Context: an optimization exercise on an open-source flow, tuned for a short achievable clock period and few clock cycles. The choices shown serve that exercise and are no tape-out recipe. RTL that was checked went through simulation tests only; none was proved equivalent to the original. Function not checked in runs 2 and 3: the RTL went through the layout flow alone. In every run shown here, the design's own scripts or RTL, not TritonCTS, make the clock network. The clock port is modelled as an ideal driver, which makes a skipped or thinned clock tree look cheaper than it is; a real chip needs a root buffer or a tree. Power is estimated from default activity; no workload was simulated.

==> flow/flow/dont_use.txt <==
sky130_fd_sc_hd__probe_p_8 sky130_fd_sc_hd__probec_p_8 sky130_fd_sc_hd__lpflow_bleeder_1 sky130_fd_sc_hd__lpflow_clkbufkapwr_1 sky130_fd_sc_hd__lpflow_clkbufkapwr_16 sky130_fd_sc_hd__lpflow_clkbufkapwr_2 sky130_fd_sc_hd__lpflow_clkbufkapwr_4 sky130_fd_sc_hd__lpflow_clkbufkapwr_8 sky130_fd_sc_hd__lpflow_clkinvkapwr_1 sky130_fd_sc_hd__lpflow_clkinvkapwr_16 sky130_fd_sc_hd__lpflow_clkinvkapwr_2 sky130_fd_sc_hd__lpflow_clkinvkapwr_4 sky130_fd_sc_hd__lpflow_clkinvkapwr_8 sky130_fd_sc_hd__lpflow_decapkapwr_12 sky130_fd_sc_hd__lpflow_decapkapwr_3 sky130_fd_sc_hd__lpflow_decapkapwr_4 sky130_fd_sc_hd__lpflow_decapkapwr_6 sky130_fd_sc_hd__lpflow_decapkapwr_8 sky130_fd_sc_hd__lpflow_inputiso0n_1 sky130_fd_sc_hd__lpflow_inputiso0p_1 sky130_fd_sc_hd__lpflow_inputiso1n_1 sky130_fd_sc_hd__lpflow_inputiso1p_1 sky130_fd_sc_hd__lpflow_inputisolatch_1 sky130_fd_sc_hd__lpflow_isobufsrc_1 sky130_fd_sc_hd__lpflow_isobufsrc_16 sky130_fd_sc_hd__lpflow_isobufsrc_2 sky130_fd_sc_hd__lpflow_isobufsrc_4 sky130_fd_sc_hd__lpflow_isobufsrc_8 sky130_fd_sc_hd__lpflow_isobufsrckapwr_16 sky130_fd_sc_hd__lpflow_lsbuf_lh_hl_isowell_tap_1 sky130_fd_sc_hd__lpflow_lsbuf_lh_hl_isowell_tap_2 sky130_fd_sc_hd__lpflow_lsbuf_lh_hl_isowell_tap_4 sky130_fd_sc_hd__lpflow_lsbuf_lh_isowell_4 sky130_fd_sc_hd__lpflow_lsbuf_lh_isowell_tap_1 sky130_fd_sc_hd__lpflow_lsbuf_lh_isowell_tap_2 sky130_fd_sc_hd__lpflow_lsbuf_lh_isowell_tap_4 sky130_fd_sc_hd__nor4_1 sky130_fd_sc_hd__nor4_2 sky130_fd_sc_hd__nor4_4 sky130_fd_sc_hd__nor4b_1 sky130_fd_sc_hd__nor4b_2 sky130_fd_sc_hd__nor4b_4 sky130_fd_sc_hd__nor4bb_1 sky130_fd_sc_hd__nor4bb_2 sky130_fd_sc_hd__nor4bb_4 sky130_fd_sc_hd__or3_1 sky130_fd_sc_hd__or3_2 sky130_fd_sc_hd__or3_4 sky130_fd_sc_hd__or3b_1 sky130_fd_sc_hd__or3b_2 sky130_fd_sc_hd__or3b_4 sky130_fd_sc_hd__or4_1 sky130_fd_sc_hd__or4_2 sky130_fd_sc_hd__or4_4 sky130_fd_sc_hd__or4b_1 sky130_fd_sc_hd__or4b_2 sky130_fd_sc_hd__or4b_4 sky130_fd_sc_hd__or4bb_1 sky130_fd_sc_hd__or4bb_2 sky130_fd_sc_hd__or4bb_4
==> flow/flow/mytree.tcl <==
# Two-level clock tree: the clock port drives NROOT root buffers, each root
# drives the leaf buffers of its part of the die, each leaf a cluster of
# nearby flip-flops. Sinks are split into equal clusters by k-means.
proc mt_env {name default} {
  if {[info exists ::env($name)] && $::env($name) ne ""} { return $::env($name) }
  return $default
}
set mt_nroot [mt_env MT_NROOT 4]
set mt_nleaf [mt_env MT_NLEAF 12]
set mt_buf   [mt_env MT_BUF sky130_fd_sc_hd__clkbuf_16]
set mt_rbuf  [mt_env MT_RBUF sky130_fd_sc_hd__clkbuf_16]

set block [ord::get_db_block]
set db [ord::get_db]
set clk_port [$block findBTerm clk]
set clk_net [$clk_port getNet]
set bmaster [$db findMaster $mt_buf]
set rmaster [$db findMaster $mt_rbuf]

set sinks {}
foreach it [$clk_net getITerms] {
  set inst [$it getInst]
  set box [$inst getBBox]
  set x [expr {([$box xMin] + [$box xMax]) / 2.0}]
  set y [expr {([$box yMin] + [$box yMax]) / 2.0}]
  lappend sinks [list $it $x $y]
}
set n [llength $sinks]
puts "mytree: $n sinks, $mt_nroot roots, $mt_nleaf leaves"

# balanced k-means: assign points to centers with a capacity limit
proc mt_kmeans {pts k iters} {
  set n [llength $pts]
  set cap [expr {int(ceil(double($n) / $k))}]
  # initial centers: sort by angle around the centroid
  set cx 0; set cy 0
  foreach p $pts { set cx [expr {$cx + [lindex $p 1]}]; set cy [expr {$cy + [lindex $p 2]}] }
  set cx [expr {$cx / $n}]; set cy [expr {$cy / $n}]
  set ang {}
  set i 0
  foreach p $pts { lappend ang [list $i [expr {atan2([lindex $p 2]-$cy, [lindex $p 1]-$cx)}]]; incr i }
  set ang [lsort -real -index 1 $ang]
  set centers {}
  for {set c 0} {$c < $k} {incr c} {
    set sx 0; set sy 0; set m 0
    for {set j [expr {$c * $n / $k}]} {$j < ($c + 1) * $n / $k} {incr j} {
      set p [lindex $pts [lindex $ang $j 0]]
      set sx [expr {$sx + [lindex $p 1]}]; set sy [expr {$sy + [lindex $p 2]}]; incr m
    }
    lappend centers [list [expr {$sx / $m}] [expr {$sy / $m}]]
  }
  for {set it 0} {$it < $iters} {incr it} {
    # all (point, center) distances, greedy by distance with capacity
    set pairs {}
    set i 0
    foreach p $pts {
      set c 0
      foreach ctr $centers {
        lappend pairs [list $i $c [expr {abs([lindex $p 1]-[lindex $ctr 0]) + abs([lindex $p 2]-[lindex $ctr 1])}]]
        incr c
      }
      incr i
    }
    set pairs [lsort -real -index 2 $pairs]
    set assign [lrepeat $n -1]
    set count [lrepeat $k 0]
    foreach pr $pairs {
      lassign $pr i c d
      if {[lindex $assign $i] >= 0} continue
      if {[lindex $count $c] >= $cap} continue
      lset assign $i $c
      lset count $c [expr {[lindex $count $c] + 1}]
    }
    set sums {}
    for {set c 0} {$c < $k} {incr c} { lappend sums [list 0 0 0] }
    set i 0
    foreach p $pts {
      set c [lindex $assign $i]
      lassign [lindex $sums $c] sx sy m
      lset sums $c [list [expr {$sx + [lindex $p 1]}] [expr {$sy + [lindex $p 2]}] [expr {$m + 1}]]
      incr i
    }
    set centers {}
    foreach s $sums {
      lassign $s sx sy m
      if {$m == 0} { set m 1 }
      lappend centers [list [expr {$sx / $m}] [expr {$sy / $m}]]
    }
  }
  return [list $assign $centers]
}

lassign [mt_kmeans $sinks $mt_nleaf 12] assign lcenters
set lpts {}
set c 0
foreach ctr $lcenters { lappend lpts [list $c [lindex $ctr 0] [lindex $ctr 1]]; incr c }
lassign [mt_kmeans $lpts $mt_nroot 12] rassign rcenters

proc mt_place {inst x y} {
  set m [$inst getMaster]
  set w [$m getWidth]; set h [$m getHeight]
  $inst setLocation [expr {int($x - $w / 2)}] [expr {int($y - $h / 2)}]
  $inst setPlacementStatus PLACED
}

# root buffers on the clock port's net
set rnets {}
for {set r 0} {$r < $mt_nroot} {incr r} {
  set inst [odb::dbInst_create $block $rmaster "mt_root_$r"]
  mt_place $inst [lindex $rcenters $r 0] [lindex $rcenters $r 1]
  set net [odb::dbNet_create $block "mt_rootnet_$r"]
  $net setSigType CLOCK
  [$inst findITerm A] connect $clk_net
  [$inst findITerm X] connect $net
  lappend rnets $net
}
set lnets {}
for {set l 0} {$l < $mt_nleaf} {incr l} {
  set inst [odb::dbInst_create $block $bmaster "mt_leaf_$l"]
  mt_place $inst [lindex $lcenters $l 0] [lindex $lcenters $l 1]
  set net [odb::dbNet_create $block "mt_leafnet_$l"]
  $net setSigType CLOCK
  [$inst findITerm A] connect [lindex $rnets [lindex $rassign $l]]
  [$inst findITerm X] connect $net
  lappend lnets $net
}
set i 0
foreach s $sinks {
  set it [lindex $s 0]
  $it disconnect
  $it connect [lindex $lnets [lindex $assign $i]]
  incr i
}
$clk_net setSigType CLOCK
puts "mytree: done"
==> flow/flow/pre_cts.tcl <==
# Replaces ORFS's clock tree synthesis with the two-level tree of mytree.tcl:
# clock port -> 4 root buffers -> 24 leaf buffers -> flip-flops.
set ::env(MT_NROOT) 4
set ::env(MT_NLEAF) 24
source [file join [file dirname [info script]] mytree.tcl]
proc clock_tree_synthesis {args} {
  puts "clock_tree_synthesis skipped: the tree was built by mytree.tcl"
}
set_propagated_clock [all_clocks]
==> flow/design.v <==
`timescale 1ns / 1ps
module mem_readout_top_2(
    input clk,
    input reset,
    input wire [2:0] BX,
    input [6:0] clk_cnt,
    input [2:0] BX_pipe,
    input [5:0] number_in1,
    output [5:0] read_add1,
    input [43:0] input_L1L2_1,
    input [5:0] number_in2,
    output [5:0] read_add2,
    input [43:0] input_L1L2_2,
    input [5:0] number_in3,
    output [5:0] read_add3,
    input [43:0] input_L1L2_3,
    input [5:0] number_in4,
    output [5:0] read_add4,
    input [43:0] input_L1L2_4,
    input [5:0] number_in5,
    output [5:0] read_add5,
    input [43:0] input_L3L4_1,
    input [5:0] number_in6,
    output [5:0] read_add6,
    input [43:0] input_L3L4_2,
    input [5:0] number_in7,
    output [5:0] read_add7,
    input [43:0] input_L3L4_3,
    input [5:0] number_in8,
    output [5:0] read_add8,
    input [43:0] input_L3L4_4,
    input [5:0] number_in9,
    output [5:0] read_add9,
    input [43:0] input_L5L6_1,
    input [5:0] number_in10,
    output [5:0] read_add10,
    input [43:0] input_L5L6_2,
    input [5:0] number_in11,
    output [5:0] read_add11,
    input [43:0] input_L5L6_3,
    input [5:0] number_in12,
    output [5:0] read_add12,
    input [43:0] input_L5L6_4,
    output reg [47:0] mem_dat_stream,
    output reg valid,
    output reg send_BX,
    output reg none
);
wire [5:0] num [0:11];
assign num[0] = number_in1;   assign num[1] = number_in2;
assign num[2] = number_in3;   assign num[3] = number_in4;
assign num[4] = number_in5;   assign num[5] = number_in6;
assign num[6] = number_in7;   assign num[7] = number_in8;
assign num[8] = number_in9;   assign num[9] = number_in10;
assign num[10] = number_in11; assign num[11] = number_in12;
wire [43:0] dat [0:11];
assign dat[0] = input_L1L2_1;  assign dat[1] = input_L1L2_2;
assign dat[2] = input_L1L2_3;  assign dat[3] = input_L1L2_4;
assign dat[4] = input_L3L4_1;  assign dat[5] = input_L3L4_2;
assign dat[6] = input_L3L4_3;  assign dat[7] = input_L3L4_4;
assign dat[8] = input_L5L6_1;  assign dat[9] = input_L5L6_2;
assign dat[10] = input_L5L6_3; assign dat[11] = input_L5L6_4;
reg [5:0] addr [0:11];           
assign read_add1 = addr[0];   assign read_add2 = addr[1];
assign read_add3 = addr[2];   assign read_add4 = addr[3];
assign read_add5 = addr[4];   assign read_add6 = addr[5];
assign read_add7 = addr[6];   assign read_add8 = addr[7];
assign read_add9 = addr[8];   assign read_add10 = addr[9];
assign read_add11 = addr[10]; assign read_add12 = addr[11];
function [11:0] lowest;
    input [11:0] m;
    integer j;
    reg seen;
    begin
        seen = 1'b0;
        for (j = 0; j < 12; j = j + 1) begin
            lowest[j] = m[j] & ~seen;
            seen = seen | m[j];
        end
    end
endfunction
function [3:0] code;
    input [11:0] s;
    integer j;
    begin
        code = 4'd0;
        for (j = 0; j < 12; j = j + 1)
            code = code | ({4{s[j]}} & (j[3:0] + 4'd1));
    end
endfunction
reg [11:0] ne;                   
reg [11:0] one, two;             
reg [5:0]  nm2 [0:11];           
integer n;
always @(posedge clk) begin
    for (n = 0; n < 12; n = n + 1) begin
        ne[n]  <= |num[n];
        one[n] <= (num[n] == 6'd1);
        two[n] <= (num[n] == 6'd2);
        nm2[n] <= num[n] - 6'd2;
    end
end
reg        first, second;
reg [11:0] act;
reg [11:0] last;                 
reg [11:0] succ [0:11];
wire [11:0] fst = lowest(ne);
wire [11:0] leave = act & last;
integer i, j;
reg [11:0] act_nxt;
always @(*) begin
    for (j = 0; j < 12; j = j + 1) begin
        act_nxt[j] = act[j] & ~last[j];
        for (i = 0; i < j; i = i + 1)
            act_nxt[j] = act_nxt[j] | (leave[i] & succ[i][j]);
    end
end
reg [11:0] succ_nxt [0:11];
reg        seen;
always @(*) begin
    for (i = 0; i < 12; i = i + 1) begin
        seen = 1'b0;
        for (j = 0; j < 12; j = j + 1) begin
            succ_nxt[i][j] = (j > i) & ne[j] & ~seen;
            if (j > i) seen = seen | ne[j];
        end
    end
end
always @(posedge clk) begin
    first  <= reset;
    second <= ~reset & first;
    if (first)
        act <= fst;
    else
        act <= act_nxt;
    for (n = 0; n < 12; n = n + 1) begin
        succ[n] <= succ_nxt[n];
        if (first)
            last[n] <= one[n] | two[n];
        else if (act[n])
            last[n] <= (addr[n] == nm2[n]);
        else if (second)
            last[n] <= one[n];
        if (reset)
            addr[n] <= 6'd0;
        else if (first)
            addr[n] <= 6'd1;
        else if (act[n])
            addr[n] <= addr[n] + 6'd1;
        else if (second)
            addr[n] <= 6'd0;
    end
end
reg [11:0] sel;                  
reg [3:0]  sel_code;             
reg [2:0]  hdr_bx;               
reg        dvalid;               
reg [43:0] mux;
integer k;
always @(*) begin
    mux = 44'd0;
    for (k = 0; k < 12; k = k + 1)
        mux = mux | ({44{sel[k]}} & dat[k]);
end
always @(posedge clk) begin
    sel      <= reset ? 12'd0 : first ? fst : act;
    sel_code <= reset ? 4'hF : first ? code(fst) : code(act);
    hdr_bx   <= reset ? BX : 3'd0;
    dvalid   <= ~reset & (first ? |ne : |act & ~(second & |(act & one)));
    mem_dat_stream <= {sel_code, mux[43:41] | hdr_bx, mux[40:0]};
    valid   <= ~reset & dvalid;
    send_BX <= ~reset & first;
    none    <= ~reset & (first ? ~|ne : ~|act);
end
endmodule
==> flow/constraint.sdc <==
create_clock -name core_clock -period 3.0 [get_ports {clk}]
set_input_delay 0.6000 -clock core_clock [delete_from_list [all_inputs] [get_ports {clk}]]
set_output_delay 0.6000 -clock core_clock [all_outputs]
set_load 0.01 [all_outputs]
==> flow/flow/run.sh <==
#!/bin/bash
# Standard ORFS layout with three changes:
# - synthesis and the resizer do not use the slow 3- and 4-input OR and
#   4-input NOR cells (added to the platform's don't-use list);
# - the ports get plain buffers that the resizer may size freely (instead
#   of delay cells of a fixed footprint);
# - the clock tree is built by flow/mytree.tcl, hooked in before ORFS's CTS
#   step.
# Tool output goes to standard.log.
DONT_USE="$(cat flow/dont_use.txt)"
bash standard.sh PRE_CTS_TCL="$PWD/flow/pre_cts.tcl" \
  BUFFER_PORTS_ARGS="-buffer_cell sky130_fd_sc_hd__buf_4" \
  MATCH_CELL_FOOTPRINT=0 DONT_USE_CELLS="$DONT_USE" finish > standard.log 2>&1
==> flow/standard.sh <==
#!/bin/bash
# synth_recipe.tcl (not shown) runs the flow's synth.tcl, then flattens the netlist and writes it again
# the make line also repeats each setting of config.mk as NAME=value (left out here)
make -C /OpenROAD-flow-scripts/flow DESIGN_CONFIG=/design/flow/config.mk WORK_HOME=/design/flow/orfs CLKGATE_MAP_FILE= SYNTH_SCRIPT=/design/flow/synth_recipe.tcl "${@:-finish}"
==> flow/config.mk <==
export PLATFORM = sky130hd
export DESIGN_NAME = mem_readout_top_2
export DESIGN_NICKNAME = mem_readout_top_2
export VERILOG_FILES = /design/flow/design.v
export SDC_FILE = /design/flow/constraint.sdc
export NUM_CORES = 4
export LEC_CHECK = 0
export ABC_CLOCK_PERIOD_IN_PS = 1300
export CAP_MARGIN = 20
export CORE_AREA = 6 6 264 264
export DIE_AREA = 0 0 270 270
export PLACE_DENSITY = 0.6
export SETUP_SLACK_MARGIN = 1.8
export SLEW_MARGIN = 20
==> key figures, run 1 <==
Floorplan
  • Core region area: ~66,000 um^2
  • Initial standard-cell utilization of the core: between 20% and 30%
  • Die boundary width: around 270 um
  • Row Count: 94
  • Die ar.: 72,900 um^2
  • I/O pin total: 738
  • Die span in y: ~270 um

Placed design
  • Post-DP HPWL: between 90 and 100 mm
  • Buffers on Ports: roughly 730
  • Placer congestion estimate: 0.959
  • Placement Cell Area: 22,700 um^2

Layout
  • Count of nets after finishing: roughly 3.3k
  • Ratio of cells with drive above 1 in the final layout: roughly three fifths
  • Area delta synth->final: 90.0%
  • Final cell utilization of the core: 45.1%
  • Area of all placed cells without fillers: 29,600 um^2

Yosys
  • Cell type with the highest aggregate area in the netlist: sky130_fd_sc_hd__dfxtp_1
  • Sequential share of the synthesized area: 44.7%
  • Most instantiated flip-flop cell in the synthesis netlist: sky130_fd_sc_hd__dfxtp_1
  • Combined area of all synthesized cells: 15,600 um^2
  • Most used standard cells in the synthesized netlist: 330 x sky130_fd_sc_hd__dfxtp_1, 132 x sky130_fd_sc_hd__a221oi_1, 130 x sky130_fd_sc_hd__a22o_1
  • Distinct cells, synth: 58
  • Biggest area contributors in the synthesized netlist: sky130_fd_sc_hd__dfxtp_1 42%, sky130_fd_sc_hd__a221oi_1 7.4%, sky130_fd_sc_hd__a22o_1 7.3%
  • Gate count of the mapped netlist: 1,675
  • Register bit count reported by yosys: 342
  • Yosys warning total: 5
  • Most used standard cell by instance count after synthesis: sky130_fd_sc_hd__dfxtp_1
  • Post-synth ARST share: 0%
  • Synth Net Count: 2,314
  • Average footprint of a synthesized cell: 9.31 um^2
  • Count of flip-flops with a built-in enable after synthesis: 12
  • Synth top area share: between 40% and 50%

Power and ir drop
  • Switching power of the nets: 0.00312 W
  • Leakage power summed over all cells: 12.7 nW
  • Total power consumption of the routed design: 0.0109 W
  • Switching part of the total power: 28.7%
  • Power per cell area: 368 nW/um^2
  • Gate power share: 23.9%
  • Total internal power: 0.00777 W
  • Clock group share of total power: 30.6%
  • Maximum VDD drop: 370 uV
  • Relative contribution of sequential cells to total power: a little under half

Drt
  • Vias per std cell: around 5.4
  • Number of violations reported at the end of detailed-routing iteration 0: between 1.5k and 2k
  • Drc violations: 0
  • Iteration count of the initial detailed-routing pass: 5
  • Routed vias: roughly 19k
  • Total detailed-routing wirelength: 130 mm
  • Drt wl/cell: between 30 and 40 um
  • Remaining antenna violation count after routing: 0

Clock tree
  • Skew-Pair Late Insertion Delay: 0.37 ns
  • Number of hold buffers added after CTS: 0
  • Clock-pin slew of the registers on the worst-case setup and hold paths: 0.07 ns

Setup path
  • Worst Setup Path Type: flip-flop to primary output
  • WP data required: ~2.4 ns
  • Data arrival time at the worst-slack endpoint: a little under 1 ns
  • Startpoint type of the worst setup path: flip-flop
  • Critical path capture point type: primary output
  • CP max stage delay: 0.36 ns
  • Crit path max fanout: 2
  • Worst reg2reg path startpoint: sel[5]$_SDFF_PP0_
  • Standard cell with the maximum stage delay on the critical path: sky130_fd_sc_hd__dfxtp_4
  • Critical Path Source: send_BX$_DFF_P_
  • Series of cell instances along the critical path: buf_12, buf_6
  • FF-to-FF setup slack: about 1.5 ns

STA
  • Final worst clock skew: 0.0497 ns
  • Setup TNS: 0 ns
  • Final clock period utilization by the worst path: 52.3%
  • Normalized max-slew margin: between 50% and 60%
  • Time the worst path needs with I/O delays and setup: about 1.6 ns
  • Slew @ Worst Pin: 0.726 ns
  • Setup Viol. Count Final: 0
  • Max Transition Viols Final: 0
  • Unrepaired setup endpoints after global routing: true
  • Maximum frequency from static timing analysis: between 600 and 700 MHz
  • Final worst hold slack: 0.340 ns
  • Number of endpoints with negative hold slack in the final report: 0

Global route
  • Remaining global-route overflow: 0
  • Number of antenna violations at the first check in global routing: 94
  • Largest net degree at the start of global routing: 36
  • Global-route wire length before repair: about 170 mm
  • Via count of the first global-routing pass: 19.2k
  • Total GRT Usage: 32.7%

Hold path
  • Startpoint of the worst hold path: sel_code[0]$_SDFF_PP1_
  • Type of the tightest min-delay check: flip-flop to flip-flop

Run status
  • Run status: timing/DRC/antenna clean

Job
  • Max_cap viols: 0
## through the flow
stage               worst slack [ns]  std cells
floorplan                       1.53       1675
global placement               0.768       3172
global route                    1.42       3520
detailed placement             0.903       3172
finish                          1.43       3540
CTS                             1.43       3440
## flip-flops by register name, indices dropped and copies added, names as in the netlist
name            count
one                12
send_BX             1
sel                12
nm2                72
sel_code            4
two                12
last               12
none                1
dvalid              1
hdr_bx              3
valid               1
mem_dat_stream     48
addr               72
succ               66
act                12
first               1
ne                 12
## routing by layer
layer	track usage (%)	part of all wire, %	up-vias
met4	15.0	5.9	42
met1	35.3	35	9465
met2	54.1	46	1123
met5	0	0.21	-
met3	15.7	13	336
li1	-	-	8288
## power groups by stage
stage	Clock [W]	Combinational, W	Sequential (W)
after floorplan	0	0.000627	0.00503
after global placement	0	0.00180	0.00515
after detailed placement	0	0.00182	0.00515
after CTS	0.00337	0.00242	0.00495
after global routing	0.00353	0.00271	0.00497
final	0.00334	0.00261	0.00495
## worst max-delay path, delay by kind of cell, from the launching register on
| family | cells | cell delay, ns |
|---|---|---|
| flops | 1 | 0.36 |
| buf+inv | 2 | 0.24 |
## placed cells by master, fill, tap and decap left out, types with 21 or more instances in the layout
cell	netlist	final
sky130_fd_sc_hd__a21oi_1	65	39
sky130_fd_sc_hd__a21oi_2	0	25
sky130_fd_sc_hd__a221oi_2	0	121
sky130_fd_sc_hd__a22o_1	130	111
sky130_fd_sc_hd__a311oi_2	0	25
sky130_fd_sc_hd__a41oi_1	23	23
sky130_fd_sc_hd__and3_1	35	31
sky130_fd_sc_hd__buf_12	0	55
sky130_fd_sc_hd__buf_4	1	767
sky130_fd_sc_hd__buf_6	6	168
sky130_fd_sc_hd__buf_8	0	28
sky130_fd_sc_hd__clkbuf_16	0	48
sky130_fd_sc_hd__dfxtp_1	330	173
sky130_fd_sc_hd__dfxtp_2	0	55
sky130_fd_sc_hd__dfxtp_4	0	102
sky130_fd_sc_hd__diode_2	0	50
sky130_fd_sc_hd__ha_1	24	23
sky130_fd_sc_hd__inv_1	51	47
sky130_fd_sc_hd__nand2_1	84	74
sky130_fd_sc_hd__nand3_1	87	80
sky130_fd_sc_hd__nand3b_1	29	29
sky130_fd_sc_hd__nor2_1	107	80
sky130_fd_sc_hd__nor2b_1	60	51
sky130_fd_sc_hd__nor3_1	39	35
sky130_fd_sc_hd__o21ai_1	0	21
sky130_fd_sc_hd__xnor2_1	60	55
sky130_fd_sc_hd__xor2_1	49	49
## layout make-up
type / count / area (um^2)
Timing Repair Buffer: 1044 / 9820
Fill cell: 6098 / 36100
Inverter: 51 / 198
Antenna cell: 50 / 125
Tap cell: 864 / 1080
Buffer: 28 / 701
Multi-Input combinational cell: 1161 / 10300
Sequential cell: 342 / 7420
## cells by family after synthesis
kind of cell               count (synthesis)  share of synthesized area [%]
xor gates and xnor gates                 109                           6.12
DFF                                      342                           44.7
buffers and inverters                    176                           4.76
and+or+nand+nor                          523                           17.4
adders and majority gates                 24                           1.92
AOI/OAI and AO/OA                        501                           25.1
## final timing paths
kind	endpoint	cells past startpoint
min reg2reg	mem_dat_stream[44]$_DFF_P_	0
max	send_BX	2
min	mem_dat_stream[44]$_DFF_P_	0
max reg2reg	mem_dat_stream[25]$_DFF_P_	6
## what timing repair did
item | in CTS | in global routing
pin swaps | 129 | 124
gates cloned | 26 | 3
buffers inserted | 214 | 47
setup endpoints to repair | 311 | 310
gates resized for setup | 663 | 195
Testbench counts, summed over its fixed seeds: cycles 29,813.
==> inputs of run 2 (changes only) <==
--- a/flow/design.v
+++ b/flow/design.v
@@ -105,8 +105,11 @@
 reg [11:0] last;                 
 reg [11:0] succ [0:11];
+reg [11:0] nosucc;               
+reg        busy;                 
 wire [11:0] fst = lowest(ne);
 wire [11:0] leave = act & last;
 integer i, j;
 reg [11:0] act_nxt;
+reg [11:0] nosucc_nxt;
 always @(*) begin
     for (j = 0; j < 12; j = j + 1) begin
@@ -125,4 +128,5 @@
             if (j > i) seen = seen | ne[j];
         end
+        nosucc_nxt[i] = ~seen;
     end
 end
@@ -130,8 +134,12 @@
     first  <= reset;
     second <= ~reset & first;
-    if (first)
-        act <= fst;
-    else
-        act <= act_nxt;
+    nosucc <= nosucc_nxt;
+    if (first) begin
+        act  <= fst;
+        busy <= |ne;
+    end else begin
+        act  <= act_nxt;
+        busy <= busy & ~|(leave & nosucc);
+    end
     for (n = 0; n < 12; n = n + 1) begin
         succ[n] <= succ_nxt[n];
@@ -167,9 +175,9 @@
     sel_code <= reset ? 4'hF : first ? code(fst) : code(act);
     hdr_bx   <= reset ? BX : 3'd0;
-    dvalid   <= ~reset & (first ? |ne : |act & ~(second & |(act & one)));
+    dvalid   <= ~reset & (first ? |ne : busy & ~(second & |(act & one)));
     mem_dat_stream <= {sel_code, mux[43:41] | hdr_bx, mux[40:0]};
     valid   <= ~reset & dvalid;
     send_BX <= ~reset & first;
-    none    <= ~reset & (first ? ~|ne : ~|act);
+    none    <= ~reset & (first ? ~|ne : ~busy);
 end
 endmodule
==> run 2 against run 1 <==
Still clean on timing, DRC and antenna. Power shrank 4.1%. Core utilization grew 0.80 points. Final cell count grew 2.2%. Register-to-register slack gained 0.04 ns. Synthesized cell count grew 3.7%. Global-route usage shrank 0.51 points. Design area grew 1.8%. Maximum frequency grew 2.6%. Sequential power grew 1%. Critical path depth is the same. Critical endpoint unchanged. Largest power group unchanged.
==> key figures, run 2 <==
STA
  • Final clock period utilization by the worst path: 51.0% (was 52.3%)
  • Unrepaired setup endpoints after global routing: true (unchanged)
  • Setup Viol. Count Final: 0 (unchanged)
  • Final worst hold slack: 0.327 ns (was 0.340 ns)
  • Setup TNS: 0 ns (unchanged)
  • Slew @ Worst Pin: 0.505 ns (was 0.726 ns)
  • Maximum frequency from static timing analysis: 654 MHz (was 637 MHz)
  • Max Transition Viols Final: 0 (unchanged)
  • Time the worst path needs with I/O delays and setup: 1.53 ns (was 1.57 ns)
  • Number of endpoints with negative hold slack in the final report: 0 (unchanged)
  • Final worst clock skew: 0.0567 ns (was 0.0497 ns)
  • Normalized max-slew margin: 66.3% (was 51.6%)

Floorplan
  • Row Count: 94 (unchanged)
  • I/O pin total: 738 (unchanged)
  • Die ar.: 72,900 um^2 (unchanged)
  • Die boundary width: 270 um (unchanged)
  • Core region area: 65,700 um^2 (unchanged)
  • Initial standard-cell utilization of the core: 24.3% (was 23.7%)
  • Die span in y: 270 um (unchanged)

Power and ir drop
  • Maximum VDD drop: 379 uV (was 370 uV)
  • Leakage power summed over all cells: 12.9 nW (was 12.7 nW)
  • Power per cell area: 346 nW/um^2 (was 368 nW/um^2)

Placed design
  • Cell Count Post-Placement: 3,232 (was 3,172)
  • Buffers on Ports: 727 (unchanged)
  • Post-DP HPWL: 90.2 mm (was 91.3 mm)
  • Placer congestion estimate: 0.992 (was 0.959)
  • Placement Cell Area: 23,300 um^2 (was 22,700 um^2)

Drt
  • Drt wl/cell: 35.1 um (was 36.7 um)
  • Routed vias: 19.4k (was 19.3k)
  • Vias per std cell: 5.36 (was 5.44)
  • Number of violations reported at the end of detailed-routing iteration 0: 1,625 (was 1,783)
  • Total detailed-routing wirelength: 127 mm (was 130 mm)
  • Remaining antenna violation count after routing: 0 (unchanged)
  • Iteration count of the initial detailed-routing pass: 5 (unchanged)
  • Drc violations: 0 (unchanged)

Global route
  • Via count of the first global-routing pass: 19.4k (was 19.2k)
  • Most used routing layer in global routing: met2 (unchanged)
  • Total GRT Usage: 32.2% (was 32.7%)
  • Largest net degree at the start of global routing: 26 (was 36)
  • Remaining global-route overflow: 0 (unchanged)
  • Global-route wire length before repair: 166 mm (was 168 mm)
  • Met2 GRT Util: 52.3% (was 54.1%)
  • Number of antenna violations at the first check in global routing: 92 (was 94)
  • Global Route met1 Usage: 34.8% (was 35.3%)
  • Met3 routing resource usage after global routing: 17.3% (was 15.7%)

Setup path
  • WP data required: 2.40 ns (about the same)
  • Critical Path Source: send_BX$_DFF_P_ (unchanged)
  • Series of cell instances along the critical path: buf_12, buf_6 (unchanged)
  • Critical path capture point type: primary output (unchanged)
  • Data arrival time at the worst-slack endpoint: 0.93 ns (was 0.97 ns)
  • Worst Setup Path Type: flip-flop to primary output (unchanged)
  • Worst Path Buf+Inv: 2 (unchanged)
  • Kind of cell adding the most delay to the critical path: flip-flops (unchanged)
  • Startpoint type of the worst setup path: flip-flop (unchanged)
  • Worst reg2reg path startpoint: sel[5]$_SDFF_PP0_ (unchanged)
  • Standard cell with the maximum stage delay on the critical path: sky130_fd_sc_hd__dfxtp_4 (unchanged)
  • CP max stage delay: 0.36 ns (about the same)
  • Crit path max fanout: 2 (unchanged)

Hold path
  • Type of the tightest min-delay check: flip-flop to flip-flop (unchanged)
  • Startpoint of the worst hold path: sel_code[3]$_SDFF_PP1_ (was sel_code[0]$_SDFF_PP1_)

Yosys
  • Average footprint of a synthesized cell: 9.21 um^2 (was 9.31 um^2)
  • Distinct cells, synth: 49 (was 58)
  • Most used standard cell by instance count after synthesis: sky130_fd_sc_hd__dfxtp_1 (unchanged)
  • Sequential share of the synthesized area: 45.1% (was 44.7%)
  • Cell type with the highest aggregate area in the netlist: sky130_fd_sc_hd__dfxtp_1 (unchanged)
  • Register bit count reported by yosys: 354 (was 342)
  • Most used standard cells in the synthesized netlist: 342 x sky130_fd_sc_hd__dfxtp_1, 132 x sky130_fd_sc_hd__a221oi_1, 129 x sky130_fd_sc_hd__a22o_1 (was 330 x sky130_fd_sc_hd__dfxtp_1, 132 x sky130_fd_sc_hd__a221oi_1, 130 x sky130_fd_sc_hd__a22o_1)
  • Gate count of the mapped netlist: 1,737 (was 1,675)
  • Synth top area share: 42.8% (was 42.3%)
  • Yosys warning total: 5 (unchanged)
  • Most instantiated flip-flop cell in the synthesis netlist: sky130_fd_sc_hd__dfxtp_1 (unchanged)
  • Biggest area contributors in the synthesized netlist: sky130_fd_sc_hd__dfxtp_1 43%, sky130_fd_sc_hd__a221oi_1 7.2%, sky130_fd_sc_hd__a22o_1 7.1% (was sky130_fd_sc_hd__dfxtp_1 42%, sky130_fd_sc_hd__a221oi_1 7.4%, sky130_fd_sc_hd__a22o_1 7.3%)
  • Count of flip-flops with a built-in enable after synthesis: 12 (unchanged)
  • Post-synth ARST share: 0% (unchanged)
  • Combined area of all synthesized cells: 16,000 um^2 (was 15,600 um^2)
  • Synth Net Count: 2,376 (was 2,314)

Layout
  • Largest registers in the final layout: addr x72, nm2 x72, succ x66 (unchanged)
  • Area delta synth->final: 88.7% (was 90.0%)
  • Number of inserted filler cells in the final layout: 6,092 (was 6,098)
  • Ratio of cells with drive above 1 in the final layout: 59.9% (was 60.9%)
  • Area of all placed cells without fillers: 30,200 um^2 (was 29,600 um^2)
  • Final standard cell count with taps included and fillers excluded: 3,617 (was 3,540)
  • Most frequent cells in the layout: 777 x sky130_fd_sc_hd__buf_4, 183 x sky130_fd_sc_hd__dfxtp_1, 175 x sky130_fd_sc_hd__buf_6 (was 767 x sky130_fd_sc_hd__buf_4, 173 x sky130_fd_sc_hd__dfxtp_1, 168 x sky130_fd_sc_hd__buf_6)
  • Count of nets after finishing: 3,340 (was 3,267)
  • Most common library cell in the layout ignoring fill and taps: sky130_fd_sc_hd__buf_4 (unchanged)

Job
  • Max_cap viols: 0 (unchanged)

Clock tree
  • Clock-pin slew of the registers on the worst-case setup and hold paths: 0.07 ns (about the same)
  • Skew-Pair Late Insertion Delay: 0.38 ns (was 0.37 ns)
  • Number of hold buffers added after CTS: 0 (unchanged)

Run status
  • Run status: timing/DRC/antenna clean (unchanged)
-- run 2: metrics by stage --
step | util [%] | total power, W | worst slack, ns
global placement | 35.5 | 0.00676 | 1.09
floorplan | - | 0.00561 | 1.65
CTS | 43.7 | 0.0104 | 1.47
global route | 45.8 | 0.0108 | 1.45
finish | 45.9 | 0.0105 | 1.47
detailed placement | 35.5 | 0.00677 | 1.05
-- run 2: logic make-up (layout without fill, tap and decap cells) --
kind of cell / Yosys count / after routing / synth area share (%)
simple gates: 540 / 542 / 17.9
compound gates: 513 / 513 / 23.9
fa+ha+maj: 24 / 24 / 1.88
flops: 354 / 354 / 45.1
xor+xnor: 120 / 120 / 6.57
other cells: 0 / 54 / 0
buf+inv: 186 / 1146 / 4.63
-- run 2: cell type report --
| cell class | count | area (um^2) | share of cell area (%) |
|---|---|---|---|
| buffer | 28 | 701 | 2.32 |
| tap | 864 | 1080 | 3.58 |
| inverter | 59 | 253 | 0.838 |
| timing repair buffer | 1059 | 9870 | 32.7 |
| antenna | 54 | 135 | 0.448 |
| sequential | 354 | 7650 | 25.4 |
| multi-input combinational | 1199 | 10500 | 34.7 |
-- run 2: worst paths after layout --
check                                             endpoint  slack [ns]  depth (start not counted)
worst max-delay path                               send_BX        1.47                          2
worst min-delay path            mem_dat_stream[47]$_DFF_P_        0.33                          0
worst max register to register  mem_dat_stream[18]$_DFF_P_        1.52                          5
worst min register to register  mem_dat_stream[47]$_DFF_P_        0.33                          0
-- run 2: power breakdown --
group	leakage, nW	switching [W]	total, W	internal, W
Sequential	3.02	0.000157	0.00501	0.00486
Combinational	9.52	0.000949	0.00207	0.00112
Clock	0.345	0.00170	0.00337	0.00166
-- run 2: repair_timing --
| action | 4_1_cts | 5_1_grt |
|---|---|---|
| gates resized for setup | 629 | 200 |
| gates cloned | 27 | 0 |
| pin swaps | 143 | 114 |
| setup buffers | 224 | 52 |
| setup endpoints to repair | 335 | 306 |
-- run 2: metal layers --
| layer | share of wire, % | wire [um] | up-vias |
|---|---|---|---|
| li1 | - | - | 8468 |
| met1 | 35 | 44600 | 9488 |
| met2 | 46 | 58600 | 1058 |
| met3 | 13 | 16700 | 304 |
| met4 | 5.2 | 6650 | 52 |
| met5 | 0.25 | 323 | - |
==> inputs of run 3 (changes only) <==
--- a/flow/config.mk
+++ b/flow/config.mk
@@ -11,4 +11,4 @@
 export DIE_AREA = 0 0 270 270
 export PLACE_DENSITY = 0.6
-export SETUP_SLACK_MARGIN = 1.8
+export SETUP_SLACK_MARGIN = 2.0
 export SLEW_MARGIN = 20
==> run 3 against run 2 <==
Area after synthesis is the same. Combinational power is 7% higher. Power rose by 1.6%. Maximum frequency grew 1.1%. Routed wire length rose by 1.4%. Critical endpoint is now act[8]$_DFF_P_. Synthesized cell count did not move. Core utilization up 1.3 points.
==> key figures, run 3 <==
Run status
  • Run status: timing/DRC/antenna clean (unchanged)

Hold path
  • Type of the tightest min-delay check: flip-flop to flip-flop (unchanged)
  • Worst-case hold path end point: mem_dat_stream[47]$_DFF_P_ (unchanged)
  • Hold Path Stages: 0 (unchanged)
  • Startpoint of the worst hold path: sel_code[3]$_SDFF_PP1_ (unchanged)

Yosys
  • Simple-gate share of the synthesized area: 17.9% (unchanged)
  • Share of the synthesized area in compound gates (AO/OA/AOI/OAI): 23.9% (unchanged)
  • Synth top area share: 42.8% (unchanged)
  • Most used standard cells in the synthesized netlist: 342 x sky130_fd_sc_hd__dfxtp_1, 132 x sky130_fd_sc_hd__a221oi_1, 129 x sky130_fd_sc_hd__a22o_1 (unchanged)
  • Register bit count reported by yosys: 354 (unchanged)
  • Average footprint of a synthesized cell: 9.21 um^2 (unchanged)
  • Count of flip-flops with a built-in enable after synthesis: 12 (unchanged)
  • Synth Net Count: 2,376 (unchanged)
  • Yosys warning total: 5 (unchanged)
  • Xor and xnor fraction of the mapped netlist area: 6.57% (unchanged)
  • Most used standard cell by instance count after synthesis: sky130_fd_sc_hd__dfxtp_1 (unchanged)
  • Combined area of all synthesized cells: 16,000 um^2 (unchanged)
  • Post-synth ARST share: 0% (unchanged)
  • Cell type with the highest aggregate area in the netlist: sky130_fd_sc_hd__dfxtp_1 (unchanged)
  • Proportion of synthesized area in mux cells: 0% (unchanged)
  • Most instantiated flip-flop cell in the synthesis netlist: sky130_fd_sc_hd__dfxtp_1 (unchanged)
  • Sequential share of the synthesized area: 45.1% (unchanged)
  • Biggest area contributors in the synthesized netlist: sky130_fd_sc_hd__dfxtp_1 43%, sky130_fd_sc_hd__a221oi_1 7.2%, sky130_fd_sc_hd__a22o_1 7.1% (unchanged)
  • Combinational family with the most area after synthesis: compound AO/OA/AOI/OAI gates (unchanged)
  • Gate count of the mapped netlist: 1,737 (unchanged)
  • Adder and majority cell fraction of the synthesized area: 1.88% (unchanged)
  • Distinct cells, synth: 49 (unchanged)

Job
  • Max_cap viols: 0 (unchanged)

Setup path
  • Data arrival time at the worst-slack endpoint: 1.75 ns (was 0.93 ns)
  • WP data required: 3.24 ns (was 2.40 ns)
  • FF-to-FF setup slack: 1.49 ns (was 1.52 ns)
  • Startpoint type of the worst setup path: flip-flop (unchanged)
  • Worst reg2reg path depth: 4 (was 5)
  • Worst Setup Path Type: flip-flop to flip-flop (was flip-flop to primary output)
  • Worst reg2reg path startpoint: last[7]$_DFFE_PP_ (was sel[5]$_SDFF_PP0_)
  • Crit path max fanout: 4 (was 2)
  • Capturing point of the worst reg2reg path: act[8]$_DFF_P_ (was mem_dat_stream[18]$_DFF_P_)
  • Critical path capture point type: flip-flop (was primary output)

Drt
  • Drt wl/cell: 36.0 um (was 35.1 um)
  • Routed vias: 19.3k (was 19.4k)
  • Number of violations reported at the end of detailed-routing iteration 0: 1,580 (was 1,625)
  • Iteration count of the initial detailed-routing pass: 5 (unchanged)
  • Remaining antenna violation count after routing: 0 (unchanged)
  • Drc violations: 0 (unchanged)
  • Vias per std cell: 5.40 (was 5.36)
  • Total detailed-routing wirelength: 129 mm (was 127 mm)

Layout
  • Area of the multi-input gates: 11,100 um^2 (was 10,500 um^2)
  • Count of nets after finishing: 3,318 (was 3,340)
  • Largest registers in the final layout: addr x72, nm2 x72, succ x66 (unchanged)
  • Most frequent cells in the layout: 755 x sky130_fd_sc_hd__buf_4, 182 x sky130_fd_sc_hd__dfxtp_1, 172 x sky130_fd_sc_hd__buf_6 (was 777 x sky130_fd_sc_hd__buf_4, 183 x sky130_fd_sc_hd__dfxtp_1, 175 x sky130_fd_sc_hd__buf_6)
  • Ratio of cells with drive above 1 in the final layout: 64.9% (was 59.9%)
  • Most common library cell in the layout ignoring fill and taps: sky130_fd_sc_hd__buf_4 (unchanged)
  • Area delta synth->final: 93.9% (was 88.7%)
  • Area occupied by registers: 7650 um^2 (about the same)
  • Number of inserted filler cells in the final layout: 6,006 (was 6,092)

Floorplan
  • Core region area: 65,700 um^2 (unchanged)
  • Initial standard-cell utilization of the core: 24.3% (unchanged)
  • Die span in y: 270 um (unchanged)
  • I/O pin total: 738 (unchanged)
  • Die ar.: 72,900 um^2 (unchanged)
  • Die boundary width: 270 um (unchanged)
  • Row Count: 94 (unchanged)

STA
  • Slew @ Worst Pin: 0.761 ns (was 0.505 ns)
  • Setup TNS: 0 ns (unchanged)
  • Number of endpoints with negative hold slack in the final report: 0 (unchanged)
  • Final worst slack: 1.49 ns (was 1.47 ns)
  • Time the worst path needs with I/O delays and setup: 1.51 ns (was 1.53 ns)
  • Unrepaired setup endpoints after global routing: true (unchanged)
  • Final worst clock skew: 0.0567 ns (about the same)
  • Normalized max-slew margin: 49.3% (was 66.3%)
  • Maximum frequency from static timing analysis: 661 MHz (was 654 MHz)
  • Max Transition Viols Final: 0 (unchanged)
  • Final clock period utilization by the worst path: 50.4% (was 51.0%)
  • Setup Viol. Count Final: 0 (unchanged)

Power and ir drop
  • Total power consumption of the routed design: 0.0106 W (was 0.0105 W)
  • Maximum VDD drop: 330 uV (was 379 uV)
  • Power per cell area: 342 nW/um^2 (was 346 nW/um^2)
  • Leakage power summed over all cells: 13.0 nW (was 12.9 nW)

Placed design
  • Buffers on Ports: 727 (unchanged)
  • Post-DP HPWL: 89.6 mm (was 90.2 mm)
  • Placer congestion estimate: 0.977 (was 0.992)
  • Setup Slack @ Placement: 0.990 ns (was 1.05 ns)

Clock tree
  • Clock-pin slew of the registers on the worst-case setup and hold paths: 0.07 ns (about the same)
  • Skew-Pair Late Insertion Delay: 0.38 ns (about the same)

Global route
  • Global-route wire length before repair: 167 mm (was 166 mm)
  • Via count of the first global-routing pass: 19.8k (was 19.4k)
  • Number of antenna violations at the first check in global routing: 90 (was 92)
  • Total GRT Usage: 32.4% (was 32.2%)
  • Largest net degree at the start of global routing: 33 (was 26)
  • Remaining global-route overflow: 0 (unchanged)
run 3: cell counts after synthesis:
No cell type changed its count.
run 3: metal layers:
| layer | up-vias | part of all wire, % | track usage [%] | wire [um] |
|---|---|---|---|---|
| li1 | 8408 | - | - | - |
| met1 | 9448 | 34 | 34.1 | 43800 |
| met2 | 1024 | 48 | 54.4 | 61100 |
| met3 | 326 | 14 | 18.8 | 17900 |
| met4 | 88 | 4.0 | 10.4 | 5200 |
| met5 | - | 0.42 | 0 | 543 |
run 3: per-stage QoR:
step | hold slack [ns] | area, um^2 | cells | utilization (%)
2_1_floorplan | 0.310 | 18300 | 1737 | -
3_3_place_gp | 0.316 | 24200 | 3230 | 36.7
3_5_place_dp | 0.315 | 24200 | 3230 | 36.7
4_1_cts | 0.329 | 29400 | 3488 | 44.7
5_1_grt | 0.335 | 31000 | 3560 | 47.1
6_report | 0.331 | 31000 | 3573 | 47.2
run 3: worst max path at each step:
stage / cells past startpoint / slack (ns) / end / start
after floorplan: 5 / 1.65 / act[8]$_DFF_P_ / last[3]$_DFFE_PP_
after global placement: 4 / 1.03 / mem_dat_stream[32]$_DFF_P_ / sel[8]$_SDFF_PP0_
after detailed placement: 4 / 0.99 / mem_dat_stream[32]$_DFF_P_ / sel[8]$_SDFF_PP0_
after CTS: 1 / 1.49 / mem_dat_stream[35] / mem_dat_stream[35]$_DFF_P_
after global routing: 4 / 1.43 / act[11]$_DFF_P_ / last[7]$_DFFE_PP_
final: 4 / 1.49 / act[8]$_DFF_P_ / last[7]$_DFFE_PP_
run 3: where the power goes:
part	leakage (nW)	internal [W]	total, W	switching (W)
Clock	0.345	0.00166	0.00337	0.00171
Combinational	9.64	0.00118	0.00222	0.00103
Sequential	3.02	0.00486	0.00502	0.000168
run 3: cell families (layout without fill, tap and decap cells):
logic type               count (synthesis)  count (layout)
buffers and inverters                  186            1122
AO/OA/AOI/OAI                          513             513
AND/OR/NAND/NOR                        540             544
other                                    0              32
XOR/XNOR                               120             120
adder cells (fa/ha/maj)                 24              24
flip-flops                             354             354
run 3: critical path: stages, from the launching register on:
cell	delay (ns)
sky130_fd_sc_hd__edfxtp_1	0.52
sky130_fd_sc_hd__and3_4	0.24
sky130_fd_sc_hd__a2111oi_4	0.29
sky130_fd_sc_hd__nand3_1	0.15
sky130_fd_sc_hd__a32o_1	0.23
run 3: what timing repair did:
| item | 4_1_cts | 5_1_grt |
|---|---|---|
| setup endpoints to repair | 341 | 339 |
| hold buffers | 0 | 0 |
| buffers inserted | 201 | 46 |
| pin swaps | 152 | 123 |
| gates cloned | 29 | 7 |
| resized for setup | 634 | 238 |
run 3: area by class of cell:
type,instances,area share (%)
Multi-Input combinational cell,1201,35.9
Timing Repair Buffer,1035,31.5
Sequential cell,354,24.7
Tap cell,864,3.49
Buffer,28,2.26
Inverter,59,1.84
Antenna cell,32,0.258
==> inputs of run 4 (changes only) <==
--- a/flow/design.v
+++ b/flow/design.v
@@ -101,5 +101,6 @@
     end
 end
-reg        first, second;
+reg        first;
+reg [11:0] first_m, second_m;
 reg [11:0] act;
 reg [11:0] last;                 
@@ -133,5 +134,4 @@
 always @(posedge clk) begin
     first  <= reset;
-    second <= ~reset & first;
     nosucc <= nosucc_nxt;
     if (first) begin
@@ -144,17 +144,19 @@
     for (n = 0; n < 12; n = n + 1) begin
         succ[n] <= succ_nxt[n];
-        if (first)
+        first_m[n]  <= reset & |num[n];
+        second_m[n] <= ~reset & first_m[n];
+        if (first_m[n])
             last[n] <= one[n] | two[n];
         else if (act[n])
             last[n] <= (addr[n] == nm2[n]);
-        else if (second)
+        else if (second_m[n])
             last[n] <= one[n];
         if (reset)
             addr[n] <= 6'd0;
-        else if (first)
+        else if (first_m[n])
             addr[n] <= 6'd1;
         else if (act[n])
             addr[n] <= addr[n] + 6'd1;
-        else if (second)
+        else if (second_m[n])
             addr[n] <= 6'd0;
     end
@@ -175,5 +177,5 @@
     sel_code <= reset ? 4'hF : first ? code(fst) : code(act);
     hdr_bx   <= reset ? BX : 3'd0;
-    dvalid   <= ~reset & (first ? |ne : busy & ~(second & |(act & one)));
+    dvalid   <= ~reset & (first ? |ne : busy & ~|(act & one & second_m));
     mem_dat_stream <= {sel_code, mux[43:41] | hdr_bx, mux[40:0]};
     valid   <= ~reset & dvalid;
--- a/flow/config.mk
+++ b/flow/config.mk
@@ -8,7 +8,7 @@
 export ABC_CLOCK_PERIOD_IN_PS = 1300
 export CAP_MARGIN = 20
-export CORE_AREA = 6 6 264 264
-export DIE_AREA = 0 0 270 270
+export CORE_AREA = 6 6 250 250
+export DIE_AREA = 0 0 256 256
 export PLACE_DENSITY = 0.6
-export SETUP_SLACK_MARGIN = 2.0
+export SETUP_SLACK_MARGIN = 1.8
 export SLEW_MARGIN = 20
==> run 4 against run 3 <==
Die area decreased by 10%. Clock power up 2%. Sequential power grew 11%. Worst hold slack improved by 0.0032 ns. Combinational power up 25%. Critical path type unchanged. Sequential share of layout area is 1.3 points higher. Design area up 0.89%. Synthesized cell count rose by 4.0%. Critical path depth fell by 2.
==> key figures, run 4 <==
Power and ir drop
  • Total power consumption of the routed design: 0.0118 W (was 0.0106 W)
  • Maximum VDD drop: 404 uV (was 330 uV)
  • Leakage power summed over all cells: 13.3 nW (was 13.0 nW)
  • Power per cell area: 376 nW/um^2 (was 342 nW/um^2)

Setup path
  • Crit path max fanout: 5 (was 4)
  • FF-to-FF setup slack: 1.44 ns (was 1.49 ns)
  • Worst Setup Path Type: flip-flop to flip-flop (unchanged)
  • Series of cell instances along the critical path: a222oi_1, nand3_1 (was and3_4, a2111oi_4, nand3_1, a32o_1)
  • WP data required: 3.20 ns (was 3.24 ns)
  • Standard cell with the maximum stage delay on the critical path: sky130_fd_sc_hd__a222oi_1 (was sky130_fd_sc_hd__edfxtp_1)
  • Critical path capture point type: flip-flop (unchanged)
  • CP max stage delay: 0.83 ns (was 0.52 ns)
  • Data arrival time at the worst-slack endpoint: 1.76 ns (was 1.75 ns)
  • Worst Path Buf+Inv: 0 (unchanged)
  • Worst reg2reg path startpoint: sel[0]$_SDFF_PP0_ (was last[7]$_DFFE_PP_)
  • Capturing point of the worst reg2reg path: mem_dat_stream[42]$_DFF_P_ (was act[8]$_DFF_P_)
  • Worst reg2reg path depth: 2 (was 4)
  • Kind of cell adding the most delay to the critical path: compound AO/OA/AOI/OAI gates (was flip-flops)
  • Startpoint type of the worst setup path: flip-flop (unchanged)

STA
  • Time the worst path needs with I/O delays and setup: 1.56 ns (was 1.51 ns)
  • Number of endpoints with negative hold slack in the final report: 0 (unchanged)
  • Setup TNS: 0 ns (unchanged)
  • Max Transition Viols Final: 0 (unchanged)
  • Normalized max-slew margin: 39.1% (was 49.3%)
  • Unrepaired setup endpoints after global routing: true (unchanged)
  • Setup Viol. Count Final: 0 (unchanged)
  • Final clock period utilization by the worst path: 51.9% (was 50.4%)
  • Final worst clock skew: 0.0332 ns (was 0.0567 ns)
  • Maximum frequency from static timing analysis: 643 MHz (was 661 MHz)
  • Slew @ Worst Pin: 0.913 ns (was 0.761 ns)

Yosys
  • Yosys warning total: 5 (unchanged)
  • Most used standard cell by instance count after synthesis: sky130_fd_sc_hd__dfxtp_1 (unchanged)
  • Most used standard cells in the synthesized netlist: 366 x sky130_fd_sc_hd__dfxtp_1, 133 x sky130_fd_sc_hd__a221oi_1, 126 x sky130_fd_sc_hd__a22o_1, 126 x sky130_fd_sc_hd__nor2_1, 115 x sky130_fd_sc_hd__nand3_1 (was 342 x sky130_fd_sc_hd__dfxtp_1, 132 x sky130_fd_sc_hd__a221oi_1, 129 x sky130_fd_sc_hd__a22o_1)
  • Biggest area contributors in the synthesized netlist: sky130_fd_sc_hd__dfxtp_1 44%, sky130_fd_sc_hd__a221oi_1 6.9%, sky130_fd_sc_hd__a22o_1 6.6% (was sky130_fd_sc_hd__dfxtp_1 43%, sky130_fd_sc_hd__a221oi_1 7.2%, sky130_fd_sc_hd__a22o_1 7.1%)
  • Most instantiated flip-flop cell in the synthesis netlist: sky130_fd_sc_hd__dfxtp_1 (unchanged)
  • Post-synth ARST share: 0% (unchanged)
  • Average footprint of a synthesized cell: 9.29 um^2 (was 9.21 um^2)
  • Synth Net Count: 2,445 (was 2,376)
  • Register bit count reported by yosys: 378 (was 354)
  • Synth top area share: 43.7% (was 42.8%)
  • Count of flip-flops with a built-in enable after synthesis: 12 (unchanged)
  • Sequential share of the synthesized area: 45.8% (was 45.1%)
  • Gate count of the mapped netlist: 1,806 (was 1,737)
  • Distinct cells, synth: 53 (was 49)
  • Cell type with the highest aggregate area in the netlist: sky130_fd_sc_hd__dfxtp_1 (unchanged)
  • Combined area of all synthesized cells: 16,800 um^2 (was 16,000 um^2)

Global route
  • Remaining global-route overflow: 0 (unchanged)
  • Met2 GRT Util: 57.6% (was 54.4%)
  • Number of antenna violations at the first check in global routing: 97 (was 90)
  • Total GRT Usage: 36.4% (was 32.4%)
  • Most used routing layer in global routing: met2 (unchanged)
  • Global Route met1 Usage: 38.9% (was 34.1%)
  • Met3 routing resource usage after global routing: 19.1% (was 18.8%)
  • Via count of the first global-routing pass: 19.8k (about the same)
  • Global-route wire length before repair: 169 mm (was 167 mm)
  • Largest net degree at the start of global routing: 53 (was 33)

Placed design
  • Placer congestion estimate: 1.01 (was 0.977)
  • Buffers on Ports: 727 (unchanged)
  • Post-DP HPWL: 92.3 mm (was 89.6 mm)
  • Cell Count Post-Placement: 3,192 (was 3,230)
  • Placement Cell Area: 24,000 um^2 (was 24,200 um^2)

Drt
  • Remaining antenna violation count after routing: 0 (unchanged)
  • Routed vias: 20.2k (was 19.3k)
  • Number of violations reported at the end of detailed-routing iteration 0: 1,862 (was 1,580)
  • Iteration count of the initial detailed-routing pass: 5 (unchanged)
  • Total detailed-routing wirelength: 131 mm (was 129 mm)
  • Drt wl/cell: 36.3 um (was 36.0 um)
  • Vias per std cell: 5.61 (was 5.40)
  • Drc violations: 0 (unchanged)

Layout
  • Area delta synth->final: 86.4% (was 93.9%)
  • Count of nets after finishing: 3,423 (was 3,318)
  • Area occupied by registers: 8130 um^2 (was 7650 um^2)
  • Ratio of cells with drive above 1 in the final layout: 60.2% (was 64.9%)
  • Largest registers in the final layout: addr x72, nm2 x72, succ x66 (unchanged)
  • Area of the multi-input gates: 11,000 um^2 (was 11,100 um^2)
  • Area of all placed cells without fillers: 31,300 um^2 (was 31,000 um^2)
  • Most frequent cells in the layout: 746 x sky130_fd_sc_hd__buf_4, 243 x sky130_fd_sc_hd__buf_6, 210 x sky130_fd_sc_hd__dfxtp_1 (was 755 x sky130_fd_sc_hd__buf_4, 182 x sky130_fd_sc_hd__dfxtp_1, 172 x sky130_fd_sc_hd__buf_6)
  • Number of inserted filler cells in the final layout: 5,120 (was 6,006)
  • Most common library cell in the layout ignoring fill and taps: sky130_fd_sc_hd__buf_4 (unchanged)
  • Final cell utilization of the core: 53.7% (was 47.2%)
  • Final standard cell count with taps included and fillers excluded: 3,603 (was 3,573)

Floorplan
  • Die span in y: 256 um (was 270 um)
  • I/O pin total: 738 (unchanged)
  • Initial standard-cell utilization of the core: 28.8% (was 24.3%)
  • Row Count: 88 (was 94)
  • Die boundary width: 256 um (was 270 um)
  • Core region area: 58,200 um^2 (was 65,700 um^2)
  • Die ar.: 65,500 um^2 (was 72,900 um^2)

Hold path
  • Worst-case hold path end point: mem_dat_stream[44]$_DFF_P_ (was mem_dat_stream[47]$_DFF_P_)
  • Startpoint of the worst hold path: sel_code[0]$_SDFF_PP1_ (was sel_code[3]$_SDFF_PP1_)
  • Type of the tightest min-delay check: flip-flop to flip-flop (unchanged)
  • Hold Path Stages: 0 (unchanged)

Clock tree
  • Skew-Pair Late Insertion Delay: 0.36 ns (was 0.38 ns)
  • Number of hold buffers added after CTS: 0 (unchanged)
  • Clock-pin slew of the registers on the worst-case setup and hold paths: 0.09 ns (was 0.07 ns)

Run status
  • Run status: timing/DRC/antenna clean (unchanged)

Job
  • Max_cap viols: 0 (unchanged)
run 4: kinds of logic (layout without fill, tap and decap cells):
| logic type | count (synthesis) | in the layout | synth area share [%] |
|---|---|---|---|
| simple gates | 609 | 610 | 18.9 |
| compound gates | 482 | 482 | 22.7 |
| flops | 378 | 378 | 45.8 |
| buf+inv | 198 | 1173 | 4.82 |
| xor+xnor | 115 | 115 | 6.00 |
| fa+ha+maj | 24 | 24 | 1.79 |
| other cells | 0 | 56 | 0 |
run 4: worst max path at each step:
stage | startpoint | depth (start not counted) | to | slack [ns]
6_report | sel[0]$_SDFF_PP0_ | 2 | mem_dat_stream[42]$_DFF_P_ | 1.44
5_1_grt | last[10]$_DFFE_PP_ | 4 | act[11]$_DFF_P_ | 1.47
4_1_cts | mem_dat_stream[26]$_DFF_P_ | 1 | mem_dat_stream[26] | 1.50
3_5_place_dp | act[0]$_DFF_P_ | 4 | act[11]$_DFF_P_ | 0.90
3_3_place_gp | act[0]$_DFF_P_ | 4 | act[11]$_DFF_P_ | 0.88
2_1_floorplan | ne[3]$_DFF_P_ | 7 | dvalid$_DFF_P_ | 1.56
run 4: final cells by class:
class,count,area share [%]
Buffer,28,2.24
Multi-Input combinational cell,1231,35.1
Timing Repair Buffer,1078,32.3
Tap cell,765,3.06
Timing Repair inverter,1,0.0240
Sequential cell,378,26.0
Inverter,66,0.832
Antenna cell,56,0.448
run 4: report_power, final:
| group | total (W) | internal, W | switching (W) |
|---|---|---|---|
| registers | 0.00555 | 0.00527 | 0.000281 |
| clock network | 0.00344 | 0.00167 | 0.00177 |
| logic | 0.00277 | 0.00146 | 0.00131 |
| total | 0.0118 | 0.00839 | 0.00337 |
run 4: stage by stage:
stage          hold slack, ns  setup slack, ns
3_3_place_gp            0.315            0.885
5_1_grt                 0.338             1.47
6_report                0.334             1.44
2_1_floorplan           0.310             1.56
4_1_cts                 0.334             1.50
3_5_place_dp            0.315            0.896
run 4: per-layer routing:
layer / wire, um / up-vias
li1: - / 8746
met1: 44600 / 9890
met2: 58900 / 1180
met3: 17300 / 358
met4: 9680 / 52
met5: 366 / -
run 4: repair_timing:
action | in CTS | in global routing
pin swaps | 184 | 150
gates cloned | 9 | 5
hold endpoints to repair | 0 | 0
resized for setup | 600 | 236
buffers inserted | 241 | 72
endpoints found under the setup margin | 341 | 275
Testbench counts of run 4, summed over its fixed seeds: cycles 29,813.
==> inputs of run 5 (changes only) <==
--- a/flow/config.mk
+++ b/flow/config.mk
@@ -8,7 +8,7 @@
 export ABC_CLOCK_PERIOD_IN_PS = 1300
 export CAP_MARGIN = 20
-export CORE_AREA = 6 6 250 250
-export DIE_AREA = 0 0 256 256
-export PLACE_DENSITY = 0.6
+export CORE_AREA = 6 6 264 264
+export DIE_AREA = 0 0 270 270
+export PLACE_DENSITY = 0.8
 export SETUP_SLACK_MARGIN = 1.8
 export SLEW_MARGIN = 20
==> run 5 against run 4 <==
Still clean. Flip-flop and latch count unchanged. Synthesized cell count did not move. Global-route usage is 2.4 points lower. Clock power increased by 2%. Combinational power increased by 4%. Worst setup slack better by 0.048 ns. Maximum frequency up 3.2%. Design area up 0.41%. Clock skew is 0.021 ns higher. Largest cell class unchanged.
==> key figures, run 5 <==
Hold path
  • Type of the tightest min-delay check: flip-flop to flip-flop (unchanged)
  • Startpoint of the worst hold path: sel_code[0]$_SDFF_PP1_ (unchanged)
  • Hold Path Stages: 0 (unchanged)
  • Worst-case hold path end point: mem_dat_stream[44]$_DFF_P_ (unchanged)

STA
  • Time the worst path needs with I/O delays and setup: 1.51 ns (was 1.56 ns)
  • Unrepaired setup endpoints after global routing: true (unchanged)
  • Final worst clock skew: 0.0545 ns (was 0.0332 ns)
  • Maximum frequency from static timing analysis: 663 MHz (was 643 MHz)
  • Final worst hold slack: 0.331 ns (was 0.334 ns)
  • Final clock period utilization by the worst path: 50.3% (was 51.9%)
  • Max Transition Viols Final: 0 (unchanged)
  • Slew @ Worst Pin: 0.579 ns (was 0.913 ns)
  • Setup TNS: 0 ns (unchanged)
  • Number of endpoints with negative hold slack in the final report: 0 (unchanged)
  • Normalized max-slew margin: 61.4% (was 39.1%)
  • Setup Viol. Count Final: 0 (unchanged)

Setup path
  • WP data required: 2.40 ns (was 3.20 ns)
  • FF-to-FF setup slack: 1.50 ns (was 1.44 ns)
  • CP max stage delay: 0.35 ns (was 0.83 ns)
  • Worst reg2reg path startpoint: last[0]$_DFFE_PP_ (was sel[0]$_SDFF_PP0_)
  • Worst Setup Path Type: flip-flop to primary output (was flip-flop to flip-flop)
  • Worst Path Buf+Inv: 1 (was 0)
  • Capturing point of the worst reg2reg path: act[4]$_DFF_P_ (was mem_dat_stream[42]$_DFF_P_)
  • Standard cell with the maximum stage delay on the critical path: sky130_fd_sc_hd__dfxtp_2 (was sky130_fd_sc_hd__a222oi_1)
  • Kind of cell adding the most delay to the critical path: flip-flops (was compound AO/OA/AOI/OAI gates)
  • Crit path max fanout: 1 (was 5)
  • Data arrival time at the worst-slack endpoint: 0.91 ns (was 1.76 ns)
  • Series of cell instances along the critical path: buf_8 (was a222oi_1, nand3_1)
  • Worst reg2reg path depth: 4 (was 2)
  • Critical path capture point type: primary output (was flip-flop)
  • Startpoint type of the worst setup path: flip-flop (unchanged)

Global route
  • Largest net degree at the start of global routing: 63 (was 53)
  • Number of antenna violations at the first check in global routing: 106 (was 97)
  • Total GRT Usage: 34.0% (was 36.4%)
  • Via count of the first global-routing pass: 20.2k (was 19.8k)
  • Global-route wire length before repair: 174 mm (was 169 mm)
  • Remaining global-route overflow: 0 (unchanged)

Drt
  • Drt wl/cell: 37.3 um (was 36.3 um)
  • Total detailed-routing wirelength: 138 mm (was 131 mm)
  • Number of violations reported at the end of detailed-routing iteration 0: 2,013 (was 1,862)
  • Iteration count of the initial detailed-routing pass: 6 (was 5)
  • Vias per std cell: 5.62 (was 5.61)
  • Remaining antenna violation count after routing: 0 (unchanged)
  • Drc violations: 0 (unchanged)
  • Routed vias: 20.7k (was 20.2k)

Layout
  • Most frequent cells in the layout: 762 x sky130_fd_sc_hd__buf_4, 205 x sky130_fd_sc_hd__dfxtp_1, 205 x sky130_fd_sc_hd__buf_6 (was 746 x sky130_fd_sc_hd__buf_4, 243 x sky130_fd_sc_hd__buf_6, 210 x sky130_fd_sc_hd__dfxtp_1)
  • Ratio of cells with drive above 1 in the final layout: 60.5% (was 60.2%)
  • Final cell utilization of the core: 47.8% (was 53.7%)
  • Largest registers in the final layout: addr x72, nm2 x72, succ x66 (unchanged)
  • Area delta synth->final: 87.2% (was 86.4%)
  • Count of nets after finishing: 3,410 (was 3,423)
  • Most common library cell in the layout ignoring fill and taps: sky130_fd_sc_hd__buf_4 (unchanged)

Power and ir drop
  • Power per cell area: 379 nW/um^2 (was 376 nW/um^2)
  • Leakage power summed over all cells: 13.2 nW (was 13.3 nW)
  • Maximum VDD drop: 471 uV (was 404 uV)
  • Total power consumption of the routed design: 0.0119 W (was 0.0118 W)

Placed design
  • Placer congestion estimate: 0.980 (was 1.01)
  • Post-DP HPWL: 92.5 mm (was 92.3 mm)
  • Buffers on Ports: 727 (unchanged)

Yosys
  • Register bit count reported by yosys: 378 (unchanged)
  • Count of flip-flops with a built-in enable after synthesis: 12 (unchanged)
  • Combined area of all synthesized cells: 16,800 um^2 (unchanged)
  • Biggest area contributors in the synthesized netlist: sky130_fd_sc_hd__dfxtp_1 44%, sky130_fd_sc_hd__a221oi_1 6.9%, sky130_fd_sc_hd__a22o_1 6.6% (unchanged)
  • Sequential share of the synthesized area: 45.8% (unchanged)
  • Average footprint of a synthesized cell: 9.29 um^2 (unchanged)
  • Gate count of the mapped netlist: 1,806 (unchanged)
  • Yosys warning total: 5 (unchanged)
  • Synth top area share: 43.7% (unchanged)
  • Distinct cells, synth: 53 (unchanged)
  • Cell type with the highest aggregate area in the netlist: sky130_fd_sc_hd__dfxtp_1 (unchanged)
  • Post-synth ARST share: 0% (unchanged)
  • Most used standard cells in the synthesized netlist: 366 x sky130_fd_sc_hd__dfxtp_1, 133 x sky130_fd_sc_hd__a221oi_1, 126 x sky130_fd_sc_hd__a22o_1, 126 x sky130_fd_sc_hd__nor2_1, 115 x sky130_fd_sc_hd__nand3_1 (unchanged)
  • Most used standard cell by instance count after synthesis: sky130_fd_sc_hd__dfxtp_1 (unchanged)
  • Most instantiated flip-flop cell in the synthesis netlist: sky130_fd_sc_hd__dfxtp_1 (unchanged)
  • Synth Net Count: 2,445 (unchanged)

Floorplan
  • Core region area: 65,700 um^2 (was 58,200 um^2)
  • Die boundary width: 270 um (was 256 um)
  • Initial standard-cell utilization of the core: 25.5% (was 28.8%)
  • Row Count: 94 (was 88)
  • Die span in y: 270 um (was 256 um)
  • Die ar.: 72,900 um^2 (was 65,500 um^2)
  • I/O pin total: 738 (unchanged)

Clock tree
  • Number of hold buffers added after CTS: 0 (unchanged)
  • Clock-pin slew of the registers on the worst-case setup and hold paths: 0.11 ns (was 0.09 ns)
  • Skew-Pair Late Insertion Delay: 0.40 ns (was 0.36 ns)

Run status
  • Run status: timing/DRC/antenna clean (unchanged)

Job
  • Max_cap viols: 0 (unchanged)
[run 5: worst max-delay path by stage]
stage	startpoint	slack, ns	end	cells after the start
after floorplan	ne[3]$_DFF_P_	1.56	dvalid$_DFF_P_	7
after global placement	act[0]$_DFF_P_	1.09	act[11]$_DFF_P_	4
after detailed placement	act[0]$_DFF_P_	1.07	act[11]$_DFF_P_	4
after CTS	mem_dat_stream[34]$_DFF_P_	1.48	mem_dat_stream[34]	1
after global routing	last[0]$_DFFE_PP_	1.43	act[4]$_DFF_P_	4
final	mem_dat_stream[38]$_DFF_P_	1.49	mem_dat_stream[38]	1
[run 5: cell type report]
type | count | area (um^2)
diodes | 58 | 145
plain buffers | 28 | 701
fillers | 5771 | 34300
inverters | 66 | 262
multi-input cells | 1230 | 11100
flip-flops and latches | 378 | 8140
well taps | 864 | 1080
repair buffers | 1065 | 10000
repair inverters | 2 | 15.0
[run 5: what timing repair did]
item,CTS,global route
resized for setup,596,237
setup buffers,235,58
endpoints found under the setup margin,341,266
pin swaps,143,169
gates cloned,22,3
[run 5: power by group]
part / total (W) / switching (W) / internal (W)
sequential: 0.00554 / 0.000267 / 0.00527
clock: 0.00351 / 0.00184 / 0.00167
combinational: 0.00287 / 0.00138 / 0.00149
[run 5: cells by family (layout without fill, tap and decap cells)]
| group | Yosys count | after routing | synth area share [%] |
|---|---|---|---|
| other | 0 | 58 | 0 |
| XOR/XNOR | 115 | 115 | 6.00 |
| adder cells (fa/ha/maj) | 24 | 24 | 1.79 |
| buffers and inverters | 198 | 1161 | 4.82 |
| AND/OR/NAND/NOR | 609 | 609 | 18.9 |
| flip-flops | 378 | 378 | 45.8 |
| AO/OA/AOI/OAI | 482 | 482 | 22.7 |
[run 5: per-stage QoR]
stage	area [um^2]	cells	setup slack (ns)
after floorplan	18200	1806	1.56
after global placement	24100	3287	1.09
after detailed placement	24100	3287	1.07
after CTS	29600	3572	1.48
after global routing	31400	3671	1.43
final	31400	3691	1.49
[run 5: routing by layer]
metal / routed length [um] / vias to the layer above / GRT usage, %
li1: - / 8721 / -
met1: 46800 / 10100 / 36.3
met2: 62300 / 1336 / 54.9
met3: 18200 / 498 / 17.7
met4: 10100 / 58 / 17.8
met5: 471 / - / 0

Re-timed with assumed drivers on the ports (clkbuf_16 on the clock, buf_2 on other inputs), run 5 has 1.355 ns of setup slack against 1.491 ns with ideal ports, and 1.321 ns once port delays also move by the mid clock arrival of 0.502 ns.
